Context: an optimization exercise on an open-source flow, tuned for small area, a short achievable clock period and few clock cycles per item. The choices shown serve that exercise and are no tape-out recipe. RTL that was checked went through simulation tests only; none was proved equivalent to the original. Power and IR drop assume default switching activity.

Design FP16_MAC_pipeline, start of the top module:
module FP16_MAC_pipeline(
    input [15:0]data_k,
    input [15:0]data_x,
    input [15:0]data_b,
    input rst,
    input input_valid,
    input clk,
    input [1:0]opcode,
    output reg [15:0]data_o,
    output reg output_up,
    output reg [1:0]opcode_o
    );
clock: 6.0 ns
lec_check: 0
cap_margin: 20
core_margin: 2
core_utilization: 60
setup_slack_margin: 3.5
slew_margin: 20
run.sh (not shown) runs the stock make flow with config.mk's settings and CLKGATE_MAP_FILE= SYNTH_SCRIPT=/design/flow/synth_recipe.tcl, a recipe that flattens the netlist after the stock synthesis.
Next try:
--- a/flow/design.v
+++ b/flow/design.v
@@ -618,29 +618,28 @@
         sp_r2 <= sp_r1;
         sub_r2 <= sub_r1;
         v_r2 <= v_r1 & ~rst;
     end
     wire [21:0] p_2;
     assign p_2 = {hs111_r2, fs109_r2, fs107_r2, fs105_r2, fs103_r2, fs101_r2, fs99_r2, fs97_r2, fs95_r2, fs93_r2, fs91_r2, fs89_r2, fs87_r2, fs85_r2, fs83_r2, fs81_r2, fs79_r2, fs77_r2, hs75_r2, bn1_r2, pp0_1_r2, pp0_0_r2} + {fc110_r2, fc108_r2, fc106_r2, fc104_r2, fc102_r2, fc100_r2, fc98_r2, fc96_r2, fc94_r2, fc92_r2, fc90_r2, fc88_r2, fc86_r2, fc84_r2, fc82_r2, fc80_r2, fc78_r2, hc76_r2, hc74_r2, hs73_r2, 1'b0, bn0_r2};
-    wire [6:0] dd_2;
     wire [4:0] ad_2;
     wire dpos_2;
     wire dz_2;
     wire bA_2;
     wire eA_2;
     wire bB_2;
     wire eB_2;
-    assign dd_2 = e0_r2 - {2'b00, eb_r2};
-    wire [6:0] nd_ctl2 = {2'b00, eb_r2} - e0_r2;
-    assign dpos_2 = ~dd_2[6] & |dd_2[5:0];
-    assign dz_2 = ~|dd_2;
-    assign ad_2 = dd_2[6] ? nd_ctl2[4:0] : dd_2[4:0];
-    assign bA_2 = ~dd_2[6] & (dd_2[5:0] >= 6'd22);
-    assign eA_2 = dd_2 == 7'd21;
-    assign bB_2 = ~nd_ctl2[6] & (nd_ctl2[5:0] >= 6'd23);
-    assign eB_2 = nd_ctl2 == 7'd22;
+    wire signed [6:0] dd_ctl2 = e0_r2 - {2'b00, eb_r2};
+    wire [6:0] nd_ctl2 = -dd_ctl2;
+    assign dpos_2 = dd_ctl2 > 7'sd0;
+    assign dz_2 = dd_ctl2 == 7'sd0;
+    assign ad_2 = dd_ctl2[6] ? nd_ctl2[4:0] : dd_ctl2[4:0];
+    assign bA_2 = dd_ctl2 >= 7'sd22;
+    assign eA_2 = dd_ctl2 == 7'sd21;
+    assign bB_2 = dd_ctl2 <= -7'sd23;
+    assign eB_2 = dd_ctl2 == -7'sd22;
     reg [4:0] ad_r3;
     reg bA_r3;
     reg bB_r3;
     reg dpos_r3;
     reg dz_r3;
     reg [6:0] e0_r3;
Outcome:
- cell area came out higher by 0.64%
- wire length falls by 0.61%
- clock-buffer cell count goes down by 8
- sequential power goes down by about 2%
- synthesized cell count is lower by 0.83%
- register-to-register slack degrades by 0.27 ns
Testbench counts after the change, summed over its fixed seeds: cycles 2,112, items 2,048.
For the first run of this note, only the layout was checked, not whether the RTL still works.

---

FP16_MAC_pipeline, a different RTL version from the one above (not shown whole).
For scale: roughly 2,000 cells after synthesis, ~72 I/O pins, about 19,000 sq um of cells after synthesis.
Settings: LEC_CHECK=0, CAP_MARGIN=20, CORE_MARGIN=2, CORE_UTILIZATION=60, SETUP_SLACK_MARGIN=3.5, SLEW_MARGIN=20; clock period 6.0 ns.
Change:
--- a/flow/design.v
+++ b/flow/design.v
@@ -997,21 +997,46 @@
         op_r6 <= op_r5;
         s_r6 <= s_5;
         sgn_r6 <= sgn_r5;
         v_r6 <= v_r5 & ~rst;
         zero_r6 <= zero_5;
     end
     wire [10:0] man_6;
     wire rnd_6;
     wire [6:0] ef_6;
-    wire [36:0] z_shift6 = {a_r6, 3'b000} << s_r6;
-    assign man_6 = z_shift6[36:26];
-    assign rnd_6 = z_shift6[25];
+    wire [36:0] z0_shift6 = {a_r6, 3'b000};
+    wire [36:10] z16_shift6;
+    genvar g16_shift6;
+    generate for (g16_shift6 = 10; g16_shift6 <= 36; g16_shift6 = g16_shift6 + 1) begin : l16_shift6
+        assign z16_shift6[g16_shift6] = s_r6[4] ? ((g16_shift6 >= 16) ? z0_shift6[g16_shift6 - 16] : 1'b0) : z0_shift6[g16_shift6];
+    end endgenerate
+    wire [36:18] z8_shift6;
+    genvar g8_shift6;
+    generate for (g8_shift6 = 18; g8_shift6 <= 36; g8_shift6 = g8_shift6 + 1) begin : l8_shift6
+        assign z8_shift6[g8_shift6] = s_r6[3] ? ((g8_shift6 >= 8) ? z16_shift6[g8_shift6 - 8] : 1'b0) : z16_shift6[g8_shift6];
+    end endgenerate
+    wire [36:22] z4_shift6;
+    genvar g4_shift6;
+    generate for (g4_shift6 = 22; g4_shift6 <= 36; g4_shift6 = g4_shift6 + 1) begin : l4_shift6
+        assign z4_shift6[g4_shift6] = s_r6[2] ? ((g4_shift6 >= 4) ? z8_shift6[g4_shift6 - 4] : 1'b0) : z8_shift6[g4_shift6];
+    end endgenerate
+    wire [36:24] z2_shift6;
+    genvar g2_shift6;
+    generate for (g2_shift6 = 24; g2_shift6 <= 36; g2_shift6 = g2_shift6 + 1) begin : l2_shift6
+        assign z2_shift6[g2_shift6] = s_r6[1] ? ((g2_shift6 >= 2) ? z4_shift6[g2_shift6 - 2] : 1'b0) : z4_shift6[g2_shift6];
+    end endgenerate
+    wire [36:25] z1_shift6;
+    genvar g1_shift6;
+    generate for (g1_shift6 = 25; g1_shift6 <= 36; g1_shift6 = g1_shift6 + 1) begin : l1_shift6
+        assign z1_shift6[g1_shift6] = s_r6[0] ? ((g1_shift6 >= 1) ? z2_shift6[g1_shift6 - 1] : 1'b0) : z2_shift6[g1_shift6];
+    end endgenerate
+    assign man_6 = z1_shift6[36:26];
+    assign rnd_6 = z1_shift6[25];
     assign ef_6 = eh_r6 + 7'd1 - {2'b00, s_r6};
     reg [6:0] ef_r7;
     reg [10:0] man_r7;
     reg [1:0] op_r7;
     reg rnd_r7;
     reg sgn_r7;
     reg v_r7;
     reg zero_r7;
     always @(posedge clk) begin
Result:
- design area shrinks by 6.0%
- clock-buffer cell count grows by 1
- final cell count shrinks by 6.3%
- global-route usage shrinks by 3.8 points
- clock skew barely changes
- first-iteration DRC count shrinks by 24%
- synthesized area shrinks by 4.3%
- critical path depth grows by 2
- sequential power shrinks by about 3%
- combinational power shrinks by 15%
- setup slack loses 0.11 ns
- core utilization shrinks by 1.7 points
No run of this note included a check of the RTL's function; only the layout flow was run.

---

== the reference run ==
FP16_MAC_pipeline, a different RTL version from the one above (not shown whole).
Size in the first run: about 1900 cells after synthesis, roughly 380 flip-flops, about 72 I/O pins, roughly 18000 um^2 of cells after synthesis.
clock: 6.0 ns
lec_check: 0
cap_margin: 20
core_margin: 2
core_utilization: 60
cts_cluster_diameter: 80
cts_cluster_size: 30
gpl_routability_driven: 0
place_density: 0.75
setup_slack_margin: 3.3
slew_margin: 20
Having completed the whole flow, the reference run delivered a layout that passed the timing, DRC and antenna checks.
Changes in the trial run relative to the reference run:
--- a/flow/design.v
+++ b/flow/design.v
@@ -627,49 +627,22 @@
     end
     wire [32:0] pv_3;
     wire [21:0] gv_3;
     wire zs_3;
     wire sh_3;
     wire sub_3;
-    wire sub_align3 = sp_r3 ^ sb_r3;
-    assign sub_3 = sub_align3;
+    assign sub_3 = sp_r3 ^ sb_r3;
     wire p21_align3 = p_r3[21];
     wire ph_align3 = ph_r3;
     wire [21:0] pp_align3 = {p_r3[21:1], p_r3[0] & ~p21_align3};
     wire big_align3 = bX_r3 | (eX_r3 & (ph_align3 ~^ p21_align3));
     wire [21:0] hi_align3 = ph_align3 ? pp_align3 : {1'b0, mb_r3, 10'd0};
-    wire [32:0] fa_align3 = {1'b0, mb_r3, 21'd0} ^ {33{sub_align3}};
-    wire [32:0] fb_align3 = {pp_align3, 11'd0} ^ {33{sub_align3}};
-    wire [32:0] l0x_align3 = ph_align3 ? fa_align3 : fb_align3;
-    wire [32:0] l1x_align3;
-    genvar q1_align3;
-    generate for (q1_align3 = 0; q1_align3 <= 32; q1_align3 = q1_align3 + 1) begin : r1_align3
-        assign l1x_align3[q1_align3] = ad_r3[0] ? ((q1_align3 + 1 <= 32) ? l0x_align3[q1_align3 + 1] : sub_align3) : l0x_align3[q1_align3];
-    end endgenerate
-    wire [32:0] l2x_align3;
-    genvar q2_align3;
-    generate for (q2_align3 = 0; q2_align3 <= 32; q2_align3 = q2_align3 + 1) begin : r2_align3
-        assign l2x_align3[q2_align3] = ad_r3[1] ? ((q2_align3 + 2 <= 32) ? l1x_align3[q2_align3 + 2] : sub_align3) : l1x_align3[q2_align3];
-    end endgenerate
-    wire [32:0] l4x_align3;
-    genvar q4_align3;
-    generate for (q4_align3 = 0; q4_align3 <= 32; q4_align3 = q4_align3 + 1) begin : r4_align3
-        assign l4x_align3[q4_align3] = ad_r3[2] ? ((q4_align3 + 4 <= 32) ? l2x_align3[q4_align3 + 4] : sub_align3) : l2x_align3[q4_align3];
-    end endgenerate
-    wire [32:0] l8x_align3;
-    genvar q8_align3;
-    generate for (q8_align3 = 0; q8_align3 <= 32; q8_align3 = q8_align3 + 1) begin : r8_align3
-        assign l8x_align3[q8_align3] = ad_r3[3] ? ((q8_align3 + 8 <= 32) ? l4x_align3[q8_align3 + 8] : sub_align3) : l4x_align3[q8_align3];
-    end endgenerate
-    wire [32:0] l16x_align3;
-    genvar q16_align3;
-    generate for (q16_align3 = 0; q16_align3 <= 32; q16_align3 = q16_align3 + 1) begin : r16_align3
-        assign l16x_align3[q16_align3] = ad_r3[4] ? ((q16_align3 + 16 <= 32) ? l8x_align3[q16_align3 + 16] : sub_align3) : l8x_align3[q16_align3];
-    end endgenerate
+    wire [32:0] lo0_align3 = ph_align3 ? {1'b0, mb_r3, 21'd0} : {pp_align3, 11'd0};
+    wire [32:0] lo1_align3 = lo0_align3 >> ad_r3;
     assign zs_3 = ph_align3 & p21_align3;
-    wire [32:0] lx_align3 = {sub_align3, big_align3 ? {31{sub_align3}} : l16x_align3[31:1], (big_align3 | zs_3) ? sub_align3 : l16x_align3[0]};
+    wire [32:0] lx_align3 = {1'b0, (big_align3 ? 32'd0 : {lo1_align3[31:1], lo1_align3[0] & ~zs_3})} ^ {33{sub_3}};
     wire [32:0] hx_align3 = {hi_align3, 11'd0};
     assign pv_3 = hx_align3 ^ lx_align3;
     assign gv_3 = hi_align3 & lx_align3[32:11];
     assign sh_3 = ph_align3 ? sp_r3 : sb_r3;
     reg [5:0] eh_r4;
     reg [21:0] gv_r4;
Results
The flow did not stop early for the trial run: all stages ran, and the layout cleared the timing, DRC and antenna checks.
The trial run — post-route non-filler standard cell count 82 lower, the reference run as reference
Per the comparison of the trial run with the reference run, final routed wirelength across all metal layers now sits lower; count of vias placed by the detailed router now sits lower.
Cmp the trial run vs the reference run: final-layout clock buffer total lower in the trial run
Compared with the reference run, the trial run ends up with a smaller final cell area.
Filler cell count of the trial run exceeds that of the reference run slightly.
Higher die area goes to the reference run over the trial run.
Summary — total sequential power, the trial run relative to the reference run: lower, by about 0.9%.
Detailed-router iteration count before antenna repair for the trial run is higher than for the reference run.
Compared the trial run vs the reference run, and number of well-tap cells placed is down in the trial run.
Looking only at utilization, and setting everything else aside, the higher value of the reference run and the trial run goes to the trial run.
Testbench counts of the trial run, summed over its fixed seeds: cycles 2,112, items 2,048.
Function not checked in the reference run: the RTL went through the layout flow alone.

[separate check: timing with driven ports]
The flow's constraints put no driver on any port. The routed layouts listed below were extracted and timed again, unchanged, in two steps. Step 1 assumes that a clkbuf_16 drives the clock port and a buf_2 every other input. Step 2 moves the port delays by t, midway between the first and last clock arrival at a register: inputs arrive t later, outputs are due t later. That takes back most of the time a late clock gives input paths. Three values: ideal, step 1, step 2; two values: the first two.
run | t (ns) | slack for setup (ns) | worst setup path at the end | clock arrival spread, ns | worst register clock-pin slew, ns
the first run of note 1 | 0.589 | 3.433 / 3.433 / 2.939 | input to register | 0.021 / 0.021 | 0.06 / 0.06
the second run of note 1 | 0.590 | 3.163 / 3.163 / 3.045 | input to register | 0.017 / 0.018 | 0.07 / 0.07
the first run of note 2 | 0.581 | 3.232 / 3.232 / 3.038 | input to register | 0.023 / 0.023 | 0.07 / 0.07
the second run of note 2 | 0.575 | 3.122 / 3.122 / 3.122 | register to register | 0.021 / 0.021 | 0.06 / 0.06
the reference run | 0.565 | 3.366 / 3.364 / 2.954 | input to register | 0.027 / 0.028 | 0.11 / 0.11
the trial run | 0.558 | 3.357 / 3.357 / 3.115 | input to register | 0.016 / 0.016 | 0.10 / 0.10
After both steps every run listed still meets setup and hold. For the first run of note 1, which loses most, drivers alone change the setup slack by 0.000 ns; drivers and shift together by -0.494 ns.
